Source: an optimization exercise on an open RTL-to-GDS flow (aim: small area). Production flows keep margins and buffers that such runs may drop.
Function was checked by simulation only, so behaviour that the tests miss may differ from the original.
The flow treats the clock pin as an ideal source, which a real chip does not have.
Power figures rest on the tool's default switching activity, not on a simulated workload.

## flow/design.v

```verilog
module decoder(clk, rst, infra_vr, done, key);
input clk;
input rst;
input infra_vr;
output done;
output [7:0] key;
reg [1:0] st;           
reg [11:0] cnt;         
reg bc;                 
reg [5:0] pos;          
reg [7:0] sr;           
reg invb;               
reg mism;               
reg dr, db, done;
wire s_inf  = ~st[0] & ~st[1];
wire s_lead = st[0];
wire s_read = st[1];
wire hit200  = (cnt & 12'hfde) == 12'he14;
wire hit415  = (cnt & 12'hfc9) == 12'h8c8;
wire hit2101 = (cnt & 12'hff9) == 12'h5a0;
wire hit2301 = (cnt & 12'hfe7) == 12'hb46;
wire hit2621 = (cnt & 12'hf77) == 12'h110;
wire p32 = pos[5] & ~pos[0];
wire p33 = pos[5] & pos[0];
wire trans = s_inf ? hit2301 : s_lead ? hit2101 : (hit2621 | p33);
wire cond = s_inf ? ~infra_vr : infra_vr;
wire shift = s_read & hit200 & ~pos[5];
wire phb   = pos[4] & pos[3];                        
wire ge25  = pos[5] | (pos[4] & pos[3] & (pos[2] | pos[1] | pos[0]));
wire setc  = s_read & hit415;
always @(posedge clk) begin
	if (rst) begin
		st <= 2'b00;
	end else if (trans) begin
		st <= {s_lead, s_inf};
	end
	if (rst | ~bc | trans)
		cnt <= 12'd0;
	else
		cnt <= {~cnt[10:0], ~(cnt[11] ^ cnt[10] ^ cnt[9] ^ cnt[3])};
	bc <= ~rst & ~trans & cond;
	if (rst | ~s_read)
		pos <= 6'd0;
	else if (hit200)
		pos <= pos + 1'b1;
	if (shift) begin
		sr <= {phb & sr[0], sr[7:1]};
		invb <= 1'b0;
		mism <= ge25 & (mism | (invb == sr[7]));
	end else if (setc) begin
		if (ge25) invb <= 1'b1;
		else sr[7] <= 1'b1;
	end
	dr <= ~rst & p32 & ~mism & (invb ^ sr[7]);
	db <= ~rst & dr;
	done <= ~rst & db;
end
assign key = sr;
endmodule
module all_in (CLK, rst, key_ok, key, A0, A1, B0, B1, C0, C1, C2, signA, signB, negC);
input CLK, rst, key_ok;
input [7:0] key;
output [6:0] A0, A1, B0, B1, C0, C1, C2;
output signA, signB, negC;
localparam [15:0] CNT_END = 16'hE705;    
function [6:0] seg_ab;
	input [3:0] d;
	case (d)
		4'd0: seg_ab = 7'b0000001;
		4'd1: seg_ab = 7'b1001111;
		4'd2: seg_ab = 7'b0010010;
		4'd3: seg_ab = 7'b0000110;
		4'd4: seg_ab = 7'b1001100;
		4'd5: seg_ab = 7'b0100100;
		4'd6: seg_ab = 7'b0100000;
		4'd7: seg_ab = 7'b0001111;
		4'd8: seg_ab = 7'b0000000;
		4'd9: seg_ab = 7'b0000100;
		4'd10: seg_ab = 7'b0010000;
		4'd11: seg_ab = 7'b0011110;
		4'd12: seg_ab = 7'b1001000;
		4'd13: seg_ab = 7'b1100100;
		4'd14: seg_ab = 7'b1110000;
		default: seg_ab = 7'b1111111;
	endcase
endfunction
function [6:0] seg_c;
	input [3:0] d;
	case (d)
		4'd0: seg_c = 7'b0000001;
		4'd1: seg_c = 7'b1001111;
		4'd2: seg_c = 7'b0010010;
		4'd3: seg_c = 7'b0000110;
		4'd4: seg_c = 7'b1001100;
		4'd5: seg_c = 7'b0100100;
		4'd6: seg_c = 7'b0100000;
		4'd7: seg_c = 7'b0001111;
		4'd8: seg_c = 7'b0000000;
		4'd9: seg_c = 7'b0000100;
		4'd10: seg_c = 7'b0010000;
		4'd11: seg_c = 7'b0001110;
		4'd12: seg_c = 7'b0001000;
		4'd13: seg_c = 7'b0100100;
		4'd14: seg_c = 7'b0100000;
		default: seg_c = 7'b0001111;
	endcase
endfunction
reg [2:0] q;
reg soma, sa, sb;
reg [3:0] atn, aun, btn, bun;    
wire [3:0] at = ~atn, au = ~aun, bt = ~btn, bu = ~bun;
reg idle;               
reg ja;                 
reg [15:0] count;
wire on = ~(at[3] & at[2]);
wire kd  = (key[7:4] == 4'd0) & (key[3:0] <= 4'd9);
wire k12 = key == 8'h12;
wire k0F = key == 8'h0F;
wire k13 = key == 8'h13;
wire k10 = key == 8'h10;
wire k1A = key == 8'h1A;
wire k1E = key == 8'h1E;
wire k0C = key == 8'h0C;
wire lock = k12 |
	(~q[2] & on & (k0F | k13 | k10 | k1A | k1E | (k0C & q[0]))) |
	(q[2] & (kd | (k0C & ~(q[1] & q[0]))));
wire p12 = key[4] & ~key[3] & key[1] & ~key[0];
wire p0C = ~key[4] & key[3] & key[2] & ~key[0];
wire pd  = ~key[4] & ~(key[3] & key[2]);
wire p0F = ~key[4] & key[0];
wire p13 = key[4] & key[0];
wire p10 = key[4] & ~key[1];
wire p1A = key[4] & key[3] & ~key[2];
wire p1E = key[4] & key[2];
wire w = ~q[2];
wire blank = p12 & on;
wire clrA = (p12 & ~on) | (w & (p0F | p10));
wire clrB = (p12 & ~on) | (w & (p13 | p10));
wire ldd = q[2] & pd;
wire dset = ja & blank;
wire ld_at = ja & ldd & ~q[1] & ~q[0];
wire ld_au = ja & ldd & ~q[1] & q[0];
wire ld_bt = ja & ldd & q[1] & ~q[0];
wire ld_bu = ja & ldd & q[1] & q[0];
wire jclrA = ja & clrA;
wire jclrB = ja & clrB;
wire [3:0] cat = {4{dset}} | (at & {4{~(jclrA | ld_at)}}) | (key[3:0] & {4{ld_at}});
wire [3:0] cau = {4{dset}} | (au & {4{~(jclrA | ld_au)}}) | (key[3:0] & {4{ld_au}});
wire [3:0] cbt = {4{dset}} | (bt & {4{~(jclrB | ld_bt)}}) | (key[3:0] & {4{ld_bt}});
wire [3:0] cbu = {4{dset}} | (bu & {4{~(jclrB | ld_bu)}}) | (key[3:0] & {4{ld_bu}});
reg [2:0] nq;
always @* begin
	if (p12) nq = on ? {1'b0, q[1] & q[0], q[0]} : q;
	else if (q[2]) nq = p0C ? q : q[0] ? {1'b0, q[1], q[0]} : {q[2], q[1], 1'b1};
	else if (p0F) nq = 3'b100;
	else if (p13) nq = 3'b110;
	else if (p0C) nq = q;
	else nq = 3'b000;
end
wire nsa = (blank | (w & (p0F | p10))) ? 1'b0 : (p0C & ~q[1]) ? ~sa : sa;
wire nsb = (blank | (w & (p13 | p10))) ? 1'b0 : (p0C & q[1]) ? ~sb : sb;
wire nsoma = (w & p1A) ? 1'b1 : (w & p1E) ? 1'b0 : soma;
wire csa = ja ? nsa : sa;
wire csb = ja ? nsb : sb;
always @(posedge CLK) begin
	if (rst) begin
		q <= 3'b000; soma <= 1'b1; sa <= 1'b0; sb <= 1'b0;
		idle <= 1'b1; ja <= 1'b0;
	end else begin
		if (ja) begin
			q <= nq; soma <= nsoma;
		end
		sa <= csa; sb <= csb;
		ja <= idle & key_ok & lock;
		if (~idle) idle <= (count & 16'hffef) == (CNT_END & 16'hffef);    
		else idle <= ~(key_ok & lock);
	end
	atn <= ~(cat | {4{rst}}); aun <= ~(cau | {4{rst}}); btn <= ~(cbt | {4{rst}}); bun <= ~(cbu | {4{rst}});
	if (~idle)
		count <= {~count[14:0], ~(count[15] ^ count[14] ^ count[12] ^ count[3])};
	else
		count <= 16'd0;
end
assign A0 = seg_ab(cat);
assign A1 = seg_ab(cau);
assign B0 = seg_ab(cbt);
assign B1 = seg_ab(cbu);
assign signA = csa;
assign signB = csb;
wire sub = sa ^ sb ^ ~soma;
wire cin = 1'b0;
wire [3:0] yu = {sub ? ~(bu[3] | bu[2] | bu[1]) : bu[3], bu[2] ^ (sub & bu[1]), bu[1], bu[0] ^ sub};
wire [3:0] yt = {sub ? ~(bt[3] | bt[2] | bt[1]) : bt[3], bt[2] ^ (sub & bt[1]), bt[1], bt[0] ^ sub};
wire [4:0] zu = au + yu + cin;
wire cu = zu[4] | (zu[3] & (zu[2] | zu[1]));
wire [3:0] su = {cu ? zu[4] & zu[1] : zu[3], cu ? (zu[2] & zu[1]) | (zu[4] & ~zu[1]) : zu[2], zu[1] ^ cu, zu[0]};
wire [4:0] zt = at + yt + cu;
wire ct = zt[4] | (zt[3] & (zt[2] | zt[1]));
wire [3:0] st = {ct ? zt[4] & zt[1] : zt[3], ct ? (zt[2] & zt[1]) | (zt[4] & ~zt[1]) : zt[2], zt[1] ^ ct, zt[0]};
wire gt = ct;
wire cmp = sub & ~gt;
wire inc = sub & gt;
wire u9 = su[3] & su[0];
wire [3:0] su1 = u9 ? 4'd0 : su + 4'd1;
wire [3:0] st1 = (inc & u9) ? st + 4'd1 : st;
wire [3:0] ru = cmp ? 4'd9 - su : inc ? su1 : su;
wire [3:0] rt = cmp ? 4'd9 - st : st1;
wire rh = ~sub & ct;
wire nz = rh | (ru != 4'd0) | (rt != 4'd0);
assign negC = on & (sa ^ cmp) & nz;
assign C0 = on ? {rh, 2'b00, rh, rh, rh, 1'b1} : 7'b1111111;
assign C1 = on ? seg_c(rt) : 7'b1111111;
assign C2 = on ? seg_c(ru) : 7'b1111111;
endmodule
module ula (infra, CLK, rst, A0, A1, B0, B1, C0, C1, C2, signA, signB, signC);
input infra, CLK, rst;
output [6:0] A0, A1, B0, B1, C0, C1, C2;
output signA, signB, signC;
wire key_ok;
wire [7:0] key;
wire negC;
decoder hope (.clk(CLK), .rst(rst), .infra_vr(infra), .done(key_ok), .key(key));
all_in inst (.CLK(CLK), .rst(rst), .key_ok(key_ok), .key(key), .A0(A0), .A1(A1), .B0(B0), .B1(B1),
             .C0(C0), .C1(C1), .C2(C2), .signA(signA), .signB(signB), .negC(negC));
assign signC = ~negC;
endmodule
```

## flow/flow/run.sh

```bash
#!/bin/bash
# Own layout flow: the standard synthesis, then its combinational logic remapped for area
# with ABC (registers kept as they are, same names and cells), then the standard layout
# steps with plain buf_1 port buffers.
set -euo pipefail
W=$(pwd)
F=$W/flow
LIB=$FLOW_HOME/platforms/sky130hd/lib/sky130_fd_sc_hd__tt_025C_1v80.lib
YOSYS=$FLOW_HOME/../tools/install/yosys/bin/yosys
R=$W/orfs/results/sky130hd/ula/base

bash standard.sh synth > $W/std_synth.log 2>&1
cp $R/1_2_yosys.v $W/std_netlist.v

# remap the combinational logic with ABC: several seeds in parallel, then the smallest
# result that keeps the registers and is combinationally equivalent to the standard netlist
python3 $F/gen_models.py $LIB $W/std_netlist.v $W/models_in.v
DU=$(sed 's/^/-dont_use /' $F/dontuse.txt | tr '\n' ' ')
grep -oE "sky130_fd_sc_hd__\w*df\w* \S+" $W/std_netlist.v | sort > $W/regs_std.txt || true
python3 $F/cutff.py $W/std_netlist.v $W/eq_gold.v gold
echo "resynthesis not used" > $W/resyn_used.txt
CANDS="resyn_s1 resyn_s2 resyn_s3 resyn_s4 resyn_s5 resyn_s6 resyn_s7 resyn_s8 resyn_fallback"
n=0
for S in $CANDS; do
  cat > $W/$S.ys <<EOT
read_verilog $W/models_in.v
read_verilog $W/std_netlist.v
hierarchy -top $FLOW_TOP
flatten
opt_clean -purge
techmap
opt -fast
abc -script $F/$S.abc -liberty $LIB $DU
opt_clean -purge
hilomap -singleton -hicell sky130_fd_sc_hd__conb_1 HI -locell sky130_fd_sc_hd__conb_1 LO
opt_clean -purge
splitnets
opt_clean -purge
tee -o $W/$S.stat stat -liberty $LIB
write_verilog -noattr -noexpr -nohex -nodec $W/${S}_netlist.v
EOT
  ( $YOSYS -s $W/$S.ys > $W/$S.log 2>&1 || true ) &
  n=$((n + 1))
  if (( n % 4 == 0 )); then wait; fi
done
wait
for S in $CANDS; do
  a=$(grep -s "Chip area" $W/$S.stat | awk '{print $NF}')
  if [[ -n "$a" ]]; then echo "$a $S"; fi
done | sort -g > $W/resyn_areas.txt
for S in $(awk '{print $2}' $W/resyn_areas.txt); do
  grep -oE "sky130_fd_sc_hd__\w*df\w* \S+" $W/${S}_netlist.v | sort > $W/regs_$S.txt || true
  cmp -s $W/regs_std.txt $W/regs_$S.txt || continue
  cat $W/std_netlist.v $W/${S}_netlist.v > $W/both_$S.v
  python3 $F/gen_models.py $LIB $W/both_$S.v $W/models_eq_$S.v
  python3 $F/cutff.py $W/${S}_netlist.v $W/eq_gate_$S.v gate
  cat > $W/eq_$S.ys <<EOT
read_verilog $W/models_eq_$S.v
read_verilog $W/eq_gold.v
read_verilog $W/eq_gate_$S.v
flatten gold gate
select -set ports gold/i:* gold/o:* gate/i:* gate/o:*
rename -hide gold/w:* gate/w:* @ports %d
opt_clean -purge
equiv_make gold gate eq
hierarchy -top eq
equiv_simple
equiv_status -assert
EOT
  $YOSYS -s $W/eq_$S.ys > $W/eq_$S.log 2>&1 || continue
  echo "used $S: equivalent to the standard netlist" > $W/resyn_used.txt
  cp $W/${S}_netlist.v $R/1_2_yosys.v
  touch $R/1_2_yosys.v
  break
done

EXTRA=()
if [[ -f $F/cts_args.txt ]]; then EXTRA+=("CTS_ARGS=$(cat $F/cts_args.txt)"); fi
EXTRA+=("POST_CTS_TCL=$F/clk_downsize.tcl" "CLK_SLEW_TARGET=0.105")
bash standard.sh "BUFFER_PORTS_ARGS=-buffer_cell sky130_fd_sc_hd__buf_1" "${EXTRA[@]}" finish > $W/layout.log 2>&1
```

## flow/flow/clk_downsize.tcl

```tcl
# Downsize the clock tree's buffers one at a time, keeping each change only while the
# largest clock-pin slew of the registers, estimated from placement, stays below
# CLK_SLEW_TARGET (ns).
proc clk_pin_max_slew {} {
  estimate_parasitics -placement
  set mx 0
  foreach pin [get_pins -hierarchical */CLK] {
    foreach p {slew_max_rise slew_max_fall} {
      set s [get_property $pin $p]
      if {$s > $mx} { set mx $s }
    }
  }
  return $mx
}
set target $::env(CLK_SLEW_TARGET)
set small sky130_fd_sc_hd__clkbuf_4
set bufs {}
foreach inst [get_cells *] {
  set m [get_property $inst ref_name]
  if {$m eq "sky130_fd_sc_hd__clkbuf_8" || $m eq "sky130_fd_sc_hd__clkbuf_16"} { lappend bufs [list $inst $m] }
}
puts "clock downsizing: start slew [clk_pin_max_slew], [llength $bufs] buffers"
# leaves (names with _f_) before the root
set bufs [lsort -command {apply {{a b} {expr {[string match "*_f_*" [get_full_name [lindex $b 0]]] - [string match "*_f_*" [get_full_name [lindex $a 0]]]}}}} $bufs]
foreach b $bufs {
  lassign $b inst m
  replace_cell $inst $small
  set s [clk_pin_max_slew]
  if {$s > $target} {
    replace_cell $inst $m
    puts "clock downsizing: kept [get_full_name $inst] ($s)"
  } else {
    puts "clock downsizing: [get_full_name $inst] -> $small ($s)"
  }
}
puts "clock downsizing: end slew [clk_pin_max_slew]"
```

## flow/flow/cts_args.txt

```
-sink_clustering_enable -sink_clustering_size 40 -sink_clustering_max_diameter 200 -buf_list sky130_fd_sc_hd__clkbuf_8 -root_buf sky130_fd_sc_hd__clkbuf_8 -dont_use_dummy_load -repair_clock_nets
```

## flow/flow/cutff.py

```python
#!/usr/bin/env python3
"""Turn a yosys-written gate netlist into a combinational one: every flip-flop instance is
removed, its Q net becomes input port, its D/DE nets output ports, named after the instance.
usage: cutff.py IN OUT MODNAME"""
import re, sys
src, dst, modname = sys.argv[1:4]
s = open(src).read()
inst_re = re.compile(r'^\s*(sky130_fd_sc_hd__\w*df\w*)\s+(\S+)\s*\((.*?)\);\s*$', re.M | re.S)
ports_in, ports_out, assigns = [], [], []
def canon(n):
    return 'ff_' + re.sub(r'[^A-Za-z0-9_]', '_', n)
def repl(m):
    cell, inst, body = m.groups()
    conns = dict((p, n.strip()) for p, n in re.findall(r'\.(\w+)\(([^()]*)\)', body))
    c = canon(inst)
    ports_in.append(c + '_Q')
    assigns.append(f'  assign {conns["Q"]} = {c}_Q ;')
    for p in ('D', 'DE'):
        if p in conns:
            ports_out.append(f'{c}_{p}')
            assigns.append(f'  assign {c}_{p} = {conns[p]} ;')
    return ''
s = inst_re.sub(repl, s)
m = re.search(r'module\s+(\w+)\s*\((.*?)\);', s, re.S)
newhdr = f'module {modname}({m.group(2)}, ' + ', '.join(ports_in + ports_out) + ');\n' + \
    ''.join(f'  input {p};\n' for p in ports_in) + ''.join(f'  output {p};\n' for p in ports_out)
s = s[:m.start()] + newhdr + s[m.end():]
i = s.rindex('endmodule')
s = s[:i] + '\n'.join(assigns) + '\n' + s[i:]
open(dst, 'w').write(s)
```

## flow/flow/dontuse.txt

```
sky130_fd_sc_hd__probe_p_8
sky130_fd_sc_hd__probec_p_8
sky130_fd_sc_hd__lpflow_bleeder_1
sky130_fd_sc_hd__lpflow_clkbufkapwr_1
sky130_fd_sc_hd__lpflow_clkbufkapwr_16
sky130_fd_sc_hd__lpflow_clkbufkapwr_2
sky130_fd_sc_hd__lpflow_clkbufkapwr_4
sky130_fd_sc_hd__lpflow_clkbufkapwr_8
sky130_fd_sc_hd__lpflow_clkinvkapwr_1
sky130_fd_sc_hd__lpflow_clkinvkapwr_16
sky130_fd_sc_hd__lpflow_clkinvkapwr_2
sky130_fd_sc_hd__lpflow_clkinvkapwr_4
sky130_fd_sc_hd__lpflow_clkinvkapwr_8
sky130_fd_sc_hd__lpflow_decapkapwr_12
sky130_fd_sc_hd__lpflow_decapkapwr_3
sky130_fd_sc_hd__lpflow_decapkapwr_4
sky130_fd_sc_hd__lpflow_decapkapwr_6
sky130_fd_sc_hd__lpflow_decapkapwr_8
sky130_fd_sc_hd__lpflow_inputiso0n_1
sky130_fd_sc_hd__lpflow_inputiso0p_1
sky130_fd_sc_hd__lpflow_inputiso1n_1
sky130_fd_sc_hd__lpflow_inputiso1p_1
sky130_fd_sc_hd__lpflow_inputisolatch_1
sky130_fd_sc_hd__lpflow_isobufsrc_1
sky130_fd_sc_hd__lpflow_isobufsrc_16
sky130_fd_sc_hd__lpflow_isobufsrc_2
sky130_fd_sc_hd__lpflow_isobufsrc_4
sky130_fd_sc_hd__lpflow_isobufsrc_8
sky130_fd_sc_hd__lpflow_isobufsrckapwr_16
sky130_fd_sc_hd__lpflow_lsbuf_lh_hl_isowell_tap_1
sky130_fd_sc_hd__lpflow_lsbuf_lh_hl_isowell_tap_2
sky130_fd_sc_hd__lpflow_lsbuf_lh_hl_isowell_tap_4
sky130_fd_sc_hd__lpflow_lsbuf_lh_isowell_4
sky130_fd_sc_hd__lpflow_lsbuf_lh_isowell_tap_1
sky130_fd_sc_hd__lpflow_lsbuf_lh_isowell_tap_2
sky130_fd_sc_hd__lpflow_lsbuf_lh_isowell_tap_4
sky130_fd_sc_hd__fill_1
sky130_fd_sc_hd__fill_2
sky130_fd_sc_hd__fill_4
sky130_fd_sc_hd__fill_8
```

## flow/flow/gen_models.py

```python
#!/usr/bin/env python3
"""Write Verilog models of the liberty cells a netlist uses: combinational cells as
assign statements (from the liberty 'function'), sequential cells as blackbox stubs.
usage: gen_models.py LIB NETLIST OUT"""
import re, sys

lib, netlist, out = sys.argv[1:4]
txt = open(lib).read()
used = set(re.findall(r'\b(sky130_fd_sc_hd__\w+)\s+\S+\s*\(', open(netlist).read()))

def blocks(s, kw):
    """yield (name, body) for each 'kw (name) { body }' at top level of s"""
    for m in re.finditer(r'\b' + kw + r'\s*\(\s*"?([^")]*)"?\s*\)\s*\{', s):
        i = m.end(); depth = 1
        while depth:
            c = s[i]
            if c == '{': depth += 1
            elif c == '}': depth -= 1
            i += 1
        yield m.group(1), s[m.end():i - 1], m.start(), i

def tover(f):
    f = f.replace('!', '~').replace("'", '')
    # juxtaposition = AND: insert & between operands separated by space
    f = re.sub(r'([\w\)])\s+(?=[\w\(~])', r'\1 & ', f)
    return f

cells = {}
for name, body, s0, s1 in blocks(txt, 'cell'):
    if name in used:
        cells[name] = body

o = open(out, 'w')
for name, body in sorted(cells.items()):
    # strip nested pin blocks
    pins = []
    for pname, pbody, a, b in blocks(body, 'pin'):
        d = re.search(r'direction\s*:\s*"?(\w+)"?', pbody).group(1)
        fn = re.search(r'\bfunction\s*:\s*"([^"]*)"', pbody)
        pins.append((pname, d, fn.group(1) if fn else None))
    seq = re.search(r'\b(ff|latch|statetable)\s*\(', body) is not None
    ports = [p[0] for p in pins]
    if seq:
        o.write('(* blackbox *)\n')
    o.write(f'module {name} ({", ".join(ports)});\n')
    for p, d, fn in pins:
        o.write(f'  {"input" if d == "input" else "output"} {p};\n')
    if not seq:
        for p, d, fn in pins:
            if d == 'output':
                assert fn, (name, p)
                o.write(f'  assign {p} = {tover(fn)};\n')
    o.write('endmodule\n\n')
```

## flow/flow/resyn_fallback.abc

```
strash
&get -n
&fraig -x
&put
dc2
strash
&get -n
&dch -f
&nf -R 1000
&put
```

## flow/flow/resyn_s1.abc

```
strash
&get -n
&fraig -x
&put
dc2
&get -n
&deepsyn -T 60 -S 1
&put
&get -n
&dch -f
&nf -R 1000
&put
topo
```

## flow/flow/resyn_s2.abc

```
strash
&get -n
&fraig -x
&put
dc2
&get -n
&deepsyn -T 60 -S 2
&put
&get -n
&dch -f
&nf -R 1000
&put
topo
```

## flow/flow/resyn_s3.abc

```
strash
&get -n
&fraig -x
&put
dc2
&get -n
&deepsyn -T 60 -S 3
&put
&get -n
&dch -f
&nf -R 1000
&put
topo
```

## flow/flow/resyn_s4.abc

```
strash
&get -n
&fraig -x
&put
dc2
&get -n
&deepsyn -T 60 -S 4
&put
&get -n
&dch -f
&nf -R 1000
&put
topo
```

## flow/flow/resyn_s5.abc

```
strash
&get -n
&fraig -x
&put
dc2
&get -n
&deepsyn -T 60 -S 5
&put
&get -n
&dch -f
&nf -R 1000
&put
topo
```

## flow/flow/resyn_s6.abc

```
strash
&get -n
&fraig -x
&put
dc2
&get -n
&deepsyn -T 60 -S 6
&put
&get -n
&dch -f
&nf -R 1000
&put
topo
```

## flow/flow/resyn_s7.abc

```
strash
&get -n
&fraig -x
&put
dc2
&get -n
&deepsyn -T 60 -S 7
&put
&get -n
&dch -f
&nf -R 1000
&put
topo
```

## flow/flow/resyn_s8.abc

```
strash
&get -n
&fraig -x
&put
dc2
&get -n
&deepsyn -T 60 -S 8
&put
&get -n
&dch -f
&nf -R 1000
&put
topo
```

## flow/standard.sh

```bash
#!/bin/bash
# synth_recipe.tcl (not shown) runs the flow's synth.tcl, then flattens the netlist and writes it again
# the make line also repeats each setting of config.mk as NAME=value (left out here)
make -C /OpenROAD-flow-scripts/flow DESIGN_CONFIG=/design/flow/config.mk WORK_HOME=/design/flow/orfs CLKGATE_MAP_FILE= SYNTH_SCRIPT=/design/flow/synth_recipe.tcl "${@:-finish}"
```

## flow/config.mk

```make
export PLATFORM = sky130hd
export DESIGN_NAME = ula
export DESIGN_NICKNAME = ula
export VERILOG_FILES = /design/flow/design.v
export SDC_FILE = /design/flow/constraint.sdc
export NUM_CORES = 4
export LEC_CHECK = 0
export ABC_AREA = 1
export CAP_MARGIN = 20
export CORE_MARGIN = 2
export CORE_UTILIZATION = 70
export GPL_TIMING_DRIVEN = 0
export SLEW_MARGIN = 20
```

## flow/constraint.sdc

```tcl
create_clock -name core_clock -period 200.0 [get_ports {CLK}]
set_input_delay 40.0000 -clock core_clock [delete_from_list [all_inputs] [get_ports {CLK}]]
set_output_delay 40.0000 -clock core_clock [all_outputs]
set_load 0.01 [all_outputs]
```

==> impl_metrics.ini, run 1 <==
[critical_path]
crit_family = simple AND/OR/NAND/NOR gates
crit_buf_inv = 1
worstPathRequired_ns = 160.00
slowest_stage = maj3_1
cpPeakStageDelay_ns = 0.42
startpoint = inst.soma
critical_path_arrival_ns = 6.58
r2r-end = inst.bun[1]
crit_path_end_kind = output pin
crit_fanout = 6
crit_end = signC
r2r_cells = 7
cp-start-kind = flip-flop
path_class = flip-flop to output pin
critical_path_depth = 26
reg2reg_from = hope.sr[0]
ff2ff_setup_slack_ns = 197.11

[routing]
routed_wl_microns = 8380
wl_per_cell_microns = 13.8
ant_nets = 0
drc = 0
dr.pass1.iters = 5
num_vias = 3665
viasPerCell = 6.04
drtIter0Drc = 228

[grt]
grt_pass1_vias = 3111
grt_pass1_wl_microns = 14100
grt_max_degree = 25
grt_antenna_before_repair = 0
gr-total-overflow = 0
grt_usage_pct = 29.0

[run_status]
outcome = timing/DRC/antenna clean

[timing]
fin_crit_sh_pct = 23.3
min_period_ns = 46.58
rsz0062_at_grt = false
hold_viol_final = 0
fmax_mhz = 21.5
fin_tns_setup_ns = 0
slew_viol_final = 0
setup_violations = 0
relSlewSlack_pct = 40.1
tightest_slew_ns = 0.898
skew_ns = 0.0269

[job]
max-cap-violations = 0

[die]
core_region_area_sq_um = 5140
dieHeight_microns = 77.4
rows = 26
die_x_microns = 77.4
start_util_pct = 73.3
die-area_sq_um = 5990
io_pins = 55

[finish]
final_nets = 542
areaGrowthSynthToFinish_pct = 10.1
layout_common_cells = nor2_1, dfxtp_1, buf_1, nand2_1, a21oi_1
drive_gt1_share_pct = 2.05
antenna_cells = 0
final_common_cell = nor2_1

[min_path]
worst_hold_path_type = flip-flop to flip-flop

[power_and_ir_drop]
ir_drop_uv = 5.76
p_per_area_nw_per_um2 = 5.53
leakage_nw = 1.57
p_total_mw = 0.0230

[yosys]
syn_area_sq_um = 3770
synth_area_per_cell_sq_um = 7.93
yosys_warnings = 2
synth_nets = 478
syn_inst = 475

[cts]
cts_tree = built
path_clk_slew_ns = 0.10
cts.sinks = 74
insertion_delay_ns = 0.42

[placed_design]
port_buffers = 53
dp_hpwl_microns = 5980
place_congestion = 0.934
## registers in the layout, indices dropped and copies added, names as in the netlist, 2 cells and up
signal and count:
inst.count 16, hope.cnt 12, hope.sr 8, hope.pos 6, inst.atn 4, inst.aun 4, inst.btn 4, inst.bun 4
inst.q 3, hope.st 2
## per-stage QoR
stage                     worst slack [ns]  instances  utilization [%]  instance area (sq um)  hold slack, ns
after floorplan                     154.68        475                -                   3770           0.363
after global placement              154.00        598             78.9                   4060           0.369
final                               153.42        607             80.7                   4150           0.384
after detailed placement            153.88        598             79.0                   4060           0.373
after global routing                152.91        607             80.7                   4150           0.405
## metal layers
layer / vias to the layer above / part of all wire (%) / track usage [%]
li1: 1804 / - / -
met1: 1687 / 44 / 36.4
met3: 29 / 5.7 / 5.70
met4: 0 / 2.8 / 11.1
met5: - / 0 / 0
met2: 145 / 48 / 49.4
## cell type report
type,instances,area (sq um)
fill,366,992
clock buffer,9,86.3
tap,70,87.6
timing repair buffer,53,200
multi-input combinational,383,2130
sequential,74,1570
inverter,18,67.6
## worst min-delay path by stage
stage / startpoint / end / depth (start not counted)
after detailed placement: inst.count[4] / inst.count[5] / 1
final: inst.count[10] / inst.count[11] / 1
after global placement: inst.count[4] / inst.count[5] / 1
after floorplan: inst.count[4] / inst.count[5] / 1
after global routing: inst.count[4] / inst.count[5] / 1
## report_power, final
part	internal [mW]	switching (mW)	total, mW	leakage (nW)
Sequential	0.0151	0.000121	0.0152	0.617
Combinational	0.000132	0.000252	0.000385	0.901
Clock	0.00273	0.00464	0.00736	0.0492
==> run 2: changes to the inputs <==
--- a/flow/config.mk
+++ b/flow/config.mk
@@ -9,5 +9,4 @@
 export CAP_MARGIN = 20
 export CORE_MARGIN = 2
 export CORE_UTILIZATION = 70
-export GPL_TIMING_DRIVEN = 0
 export SLEW_MARGIN = 20
==> impl_metrics.ini, run 2 <==
[routing]
viasPerCell = 6.03
ant_nets = 0
wl_per_cell_microns = 14.0
drtIter0Drc = 335
drc = 0
routed_wl_microns = 8620
num_vias = 3725
dr.pass1.iters = 6

[run_status]
outcome = timing/DRC/antenna clean

[finish]
largest-register = inst.count
final_cells = 618
antenna_cells = 0
final_common_cell = nor2_1
largest_register_ffs = 16
final_nets = 553
reg_top3 = inst.count (16), hope.cnt (12), hope.sr (8)
drive_gt1_share_pct = 1.82
areaGrowthSynthToFinish_pct = 9.82
layout_common_cells = nor2_1, dfxtp_1, buf_1, o21ai_0, a21oi_1
final_core_util_pct = 80.0

[placed_design]
place_congestion = 0.897
place_inst = 609
dp_hpwl_microns = 6050
port_buffers = 53

[critical_path]
critical_path_arrival_ns = 6.84
crit_fanout = 8
cp-start-kind = flip-flop
cpPeakStageDelay_ns = 0.56
worstPathRequired_ns = 160.00
cp_common_cell = o21ai_0
path_class = flip-flop to output pin
crit_path_end_kind = output pin
slowest_stage = xnor2_1

[die]
io_pins = 55
dieHeight_microns = 77.2
die-area_sq_um = 5950
die_x_microns = 77.2
start_util_pct = 72.9
rows = 26
core_region_area_sq_um = 5140

[timing]
slew_viol_final = 0
setup_violations = 0
min_period_ns = 46.84
relSlewSlack_pct = 38.1
fin_tns_setup_ns = 0
fin_crit_sh_pct = 23.4
skew_ns = 0.0297
rsz0062_at_grt = false
fmax_mhz = 21.4
tightest_slew_ns = 0.925
hold_viol_final = 0

[yosys]
syn_inst = 485
synth_area_per_cell_sq_um = 7.72
syn_area_sq_um = 3750
yosys_warnings = 2
synth_nets = 488

[job]
max-cap-violations = 0

[power_and_ir_drop]
p_per_area_nw_per_um2 = 5.41
power.share.clock_pct = 29.9
power_frac_comb_pct = 1.7
seq_power_share_pct = 68.3
p_sw_share_pct = 21.2
power.internal_mw = 0.0175
p_sw_mw = 0.00473
ir_drop_uv = 5.53
leakage_nw = 1.50

[grt]
grt_pass1_vias = 3377
grt_usage_pct = 30.1
grt_max_degree = 32
gr-total-overflow = 0
grt_antenna_before_repair = 0
grt_pass1_wl_microns = 14700

[cts]
insertion_delay_ns = 0.42
path_clk_slew_ns = 0.08
cts_tree = built
cts.sinks = 74

[min_path]
worst_hold_path_type = flip-flop to flip-flop
run 2: area by class of cell:
cell class	count	area, sq um
Inverter	20	75.1
Fill cell	379	1030
Sequential cell	74	1570
Timing Repair Buffer	54	206
Tap cell	70	87.6
Clock buffer	9	73.8
Multi-Input combinational cell	391	2100
run 2: final timing paths:
kind	from	to	slack, ns	cells past startpoint
worst min-delay path	inst.count[4]	inst.count[5]	0.39	1
worst min register to register	inst.count[4]	inst.count[5]	0.39	1
worst max-delay path	inst.sb	C1[5]	153.16	30
worst max register to register	hope.sr[3]	inst.atn[2]	197.22	8
run 2: metrics by stage:
step | hold slack [ns] | cell area [sq um] | total power [mW] | worst slack [ns]
after detailed placement | 0.380 | 4040 | 0.0159 | 153.70
after floorplan | 0.363 | 3750 | 0.0157 | 154.71
after global placement | 0.372 | 4040 | 0.0159 | 154.21
after global routing | 0.394 | 4110 | 0.0229 | 152.31
final | 0.386 | 4110 | 0.0223 | 153.16
run 2: power by group through the flow:
| stage | registers, mW | logic (mW) | clock network (mW) |
|---|---|---|---|
| 2_1_floorplan | 0.0155 | 0.000217 | 0 |
| 3_3_place_gp | 0.0155 | 0.000360 | 0 |
| 3_5_place_dp | 0.0155 | 0.000375 | 0 |
| 5_1_grt | 0.0152 | 0.000421 | 0.00725 |
| 6_report | 0.0152 | 0.000386 | 0.00666 |
run 2: per-layer routing:
| metal | track usage (%) | part of all wire [%] |
|---|---|---|
| met5 | 0 | 0 |
| met4 | 13.9 | 2.7 |
| met3 | 6.00 | 7.1 |
| met2 | 50.8 | 48 |
| met1 | 37.0 | 42 |
run 2: critical path, delay by kind of cell, from the launching register on:
family | cells | cell delay, ns
AND/OR/NAND/NOR | 11 | 1.63
flip-flops | 1 | 0.34
AO/OA/AOI/OAI | 13 | 2.91
XOR/XNOR | 4 | 1.27
buffers and inverters | 2 | 0.29
==> run 3: changes to the inputs <==
--- a/flow/flow/run.sh
+++ b/flow/flow/run.sh
@@ -19,7 +19,7 @@
 grep -oE "sky130_fd_sc_hd__\w*df\w* \S+" $W/std_netlist.v | sort > $W/regs_std.txt || true
 python3 $F/cutff.py $W/std_netlist.v $W/eq_gold.v gold
 echo "resynthesis not used" > $W/resyn_used.txt
-CANDS="resyn_s1 resyn_s2 resyn_s3 resyn_s4 resyn_s5 resyn_s6 resyn_s7 resyn_s8 resyn_fallback"
+CANDS="$(cd $F && ls resyn_s*.abc | sed "s/\.abc$//" | tr "\n" " ") resyn_fallback"
 n=0
 for S in $CANDS; do
   cat > $W/$S.ys <<EOT
==> flow/flow/resyn_s10.abc (new file) <==
strash
&get -n
&fraig -x
&put
dc2
&get -n
&deepsyn -T 60 -S 10
&put
&get -n
&dch -f
&nf -R 1000
&put
topo
==> flow/flow/resyn_s11.abc (new file) <==
strash
&get -n
&fraig -x
&put
dc2
&get -n
&deepsyn -T 60 -S 11
&put
&get -n
&dch -f
&nf -R 1000
&put
topo
==> flow/flow/resyn_s12.abc (new file) <==
strash
&get -n
&fraig -x
&put
dc2
&get -n
&deepsyn -T 60 -S 12
&put
&get -n
&dch -f
&nf -R 1000
&put
topo
==> flow/flow/resyn_s13.abc (new file) <==
strash
&get -n
&fraig -x
&put
dc2
&get -n
&deepsyn -T 60 -S 13
&put
&get -n
&dch -f
&nf -R 1000
&put
topo
==> flow/flow/resyn_s14.abc (new file) <==
strash
&get -n
&fraig -x
&put
dc2
&get -n
&deepsyn -T 60 -S 14
&put
&get -n
&dch -f
&nf -R 1000
&put
topo
==> flow/flow/resyn_s15.abc (new file) <==
strash
&get -n
&fraig -x
&put
dc2
&get -n
&deepsyn -T 60 -S 15
&put
&get -n
&dch -f
&nf -R 1000
&put
topo
==> flow/flow/resyn_s16.abc (new file) <==
strash
&get -n
&fraig -x
&put
dc2
&get -n
&deepsyn -T 60 -S 16
&put
&get -n
&dch -f
&nf -R 1000
&put
topo
==> flow/flow/resyn_s9.abc (new file) <==
strash
&get -n
&fraig -x
&put
dc2
&get -n
&deepsyn -T 60 -S 9
&put
&get -n
&dch -f
&nf -R 1000
&put
topo
--- a/flow/config.mk
+++ b/flow/config.mk
@@ -9,4 +9,5 @@
 export CAP_MARGIN = 20
 export CORE_MARGIN = 2
 export CORE_UTILIZATION = 70
+export GPL_TIMING_DRIVEN = 0
 export SLEW_MARGIN = 20
==> impl_metrics.ini, run 3 <==
[power_and_ir_drop]
p_sw_share_pct = 21.0
seq_power_share_pct = 66.9
p_sw_mw = 0.00478
p_per_area_nw_per_um2 = 5.52
leakage_nw = 1.45
power.share.clock_pct = 31.3
ir_drop_uv = 6.54
power.internal_mw = 0.0180
power_frac_comb_pct = 1.8

[timing]
holdWs_ns = 0.388
skew_ns = 0.0283
slew_viol_final = 0
setup_violations = 0
tightest_slew_ns = 0.809
relSlewSlack_pct = 45.8
min_period_ns = 47.47
fin_crit_sh_pct = 23.7
fin_tns_setup_ns = 0
hold_viol_final = 0
rsz0062_at_grt = false
fmax_mhz = 21.1

[finish]
stdcell_area_sq_um = 4120
areaGrowthSynthToFinish_pct = 10.4
drive_gt1_share_pct = 1.84
reg_top3 = inst.count (16), hope.cnt (12), hope.sr (8)
nFillCells = 383
largest-register = inst.count
final_common_cell = nor2_1
final_nets = 548
layout_common_cells = nor2_1, dfxtp_1, buf_1, nand2_1, a21oi_1
largest_register_ffs = 16
final_cells = 613
antenna_cells = 0

[die]
start_util_pct = 72.7
io_pins = 55
die_x_microns = 77.0
rows = 26
die-area_sq_um = 5940
dieHeight_microns = 77.0
core_region_area_sq_um = 5140

[critical_path]
ff2ff_setup_slack_ns = 197.41
slowest_stage = o31ai_1
crit_path_end_kind = output pin
cp-start-kind = flip-flop
crit_fanout = 9
worstPathRequired_ns = 160.00
cpPeakStageDelay_ns = 0.63
cp_common_cell = o21ai_0
critical_path_arrival_ns = 7.47
path_class = flip-flop to output pin

[routing]
dr.pass1.iters = 4
viasPerCell = 5.97
ant_nets = 0
drtIter0Drc = 226
wl_per_cell_microns = 13.7
routed_wl_microns = 8370
drc = 0
num_vias = 3660

[job]
max-cap-violations = 0

[grt]
gr-total-overflow = 0
grt_max_degree = 23
grt_pass1_wl_microns = 14500
grt_usage_pct = 29.8
grt_antenna_before_repair = 0
grt_pass1_vias = 3248

[min_path]
worst_hold_path_type = flip-flop to flip-flop

[yosys]
syn_area_sq_um = 3730
syn_inst = 480
synth_area_per_cell_sq_um = 7.78
synth_nets = 483
yosys_warnings = 2

[placed_design]
place_inst = 603
place_area_sq_um = 4020
port_buffers = 53
place_congestion = 0.951
dp_hpwl_microns = 6050

[cts]
cts.sinks = 74
path_clk_slew_ns = 0.09
insertion_delay_ns = 0.43
cts_tree = built

[run_status]
outcome = timing/DRC/antenna clean
-- run 3: final timing paths --
path / start / to / cells after the start
setup / recovery: inst.sb / signC / 32
hold / removal: inst.count[4] / inst.count[5] / 1
setup reg to reg: hope.sr[0] / inst.aun[1] / 7
hold reg to reg: inst.count[4] / inst.count[5] / 1
-- run 3: layer usage --
metal / vias up / track usage (%) / wire (microns)
li1: 1829 / - / -
met3: 22 / 6.35 / 395
met2: 115 / 51.1 / 4060
met5: - / 0 / 0
met4: 0 / 10.2 / 163
met1: 1694 / 37.4 / 3750
-- run 3: power groups by stage --
stage	combinational (mW)	clock (mW)	sequential (mW)
after detailed placement	0.000369	0	0.0155
final	0.000398	0.00713	0.0152
after floorplan	0.000229	0	0.0155
after global routing	0.000445	0.00785	0.0152
after global placement	0.000353	0	0.0155
-- run 3: worst max-delay path: cells and delay by family, from the launching register on --
family	cells	cell delay, ns
flops	1	0.38
compound gates	14	3.12
mux	1	0.38
simple gates	11	1.45
fa+ha+maj	1	0.28
xor+xnor	3	1.16
buf+inv	2	0.25
-- run 3: cell type report --
type,count,area [sq um],area share (%)
Tap cell,70,87.6,2.12
Multi-Input combinational cell,387,2090,50.7
Inverter,19,71.3,1.73
Clock buffer,9,86.3,2.09
Timing Repair Buffer,54,214,5.19
Sequential cell,74,1570,38.1
-- run 3: through the flow --
| stage | power, mW | setup WS [ns] | utilization [%] |
|---|---|---|---|
| after floorplan | 0.0157 | 154.10 | - |
| after global placement | 0.0159 | 153.16 | 78.2 |
| after detailed placement | 0.0159 | 152.98 | 78.2 |
| after global routing | 0.0235 | 151.58 | 80.2 |
| final | 0.0227 | 152.53 | 80.2 |

==> separate check: timing with driven ports <==
How much do the figures lean on ideal ports? The routed layouts below were timed once more, with nothing changed but the port constraints.
Step 1 sets driving cells, clkbuf_16 on the clock port and buf_2 on the other inputs (assumed; they add their load-dependent delay and slew).
Step 2 also shifts input and output timing later by t, the mid clock arrival at the registers, as if the neighbouring blocks saw the same clock.
Three values: no drivers, after step 1, after step 2; two values: the first two.
run | t, ns | setup WS [ns] | worst setup path after step 2 | clock arrival spread, ns | cell pins on the clock port's net
run 1 | 0.430 | 153.424 / 153.396 / 153.827 | register to output | 0.027 / 0.027 | 1
run 2 | 0.431 | 153.164 / 153.137 / 153.568 | register to output | 0.036 / 0.036 | 1
run 3 | 0.439 | 152.532 / 152.508 / 152.947 | register to output | 0.032 / 0.032 | 1
After both steps setup and hold are still met in every run listed.
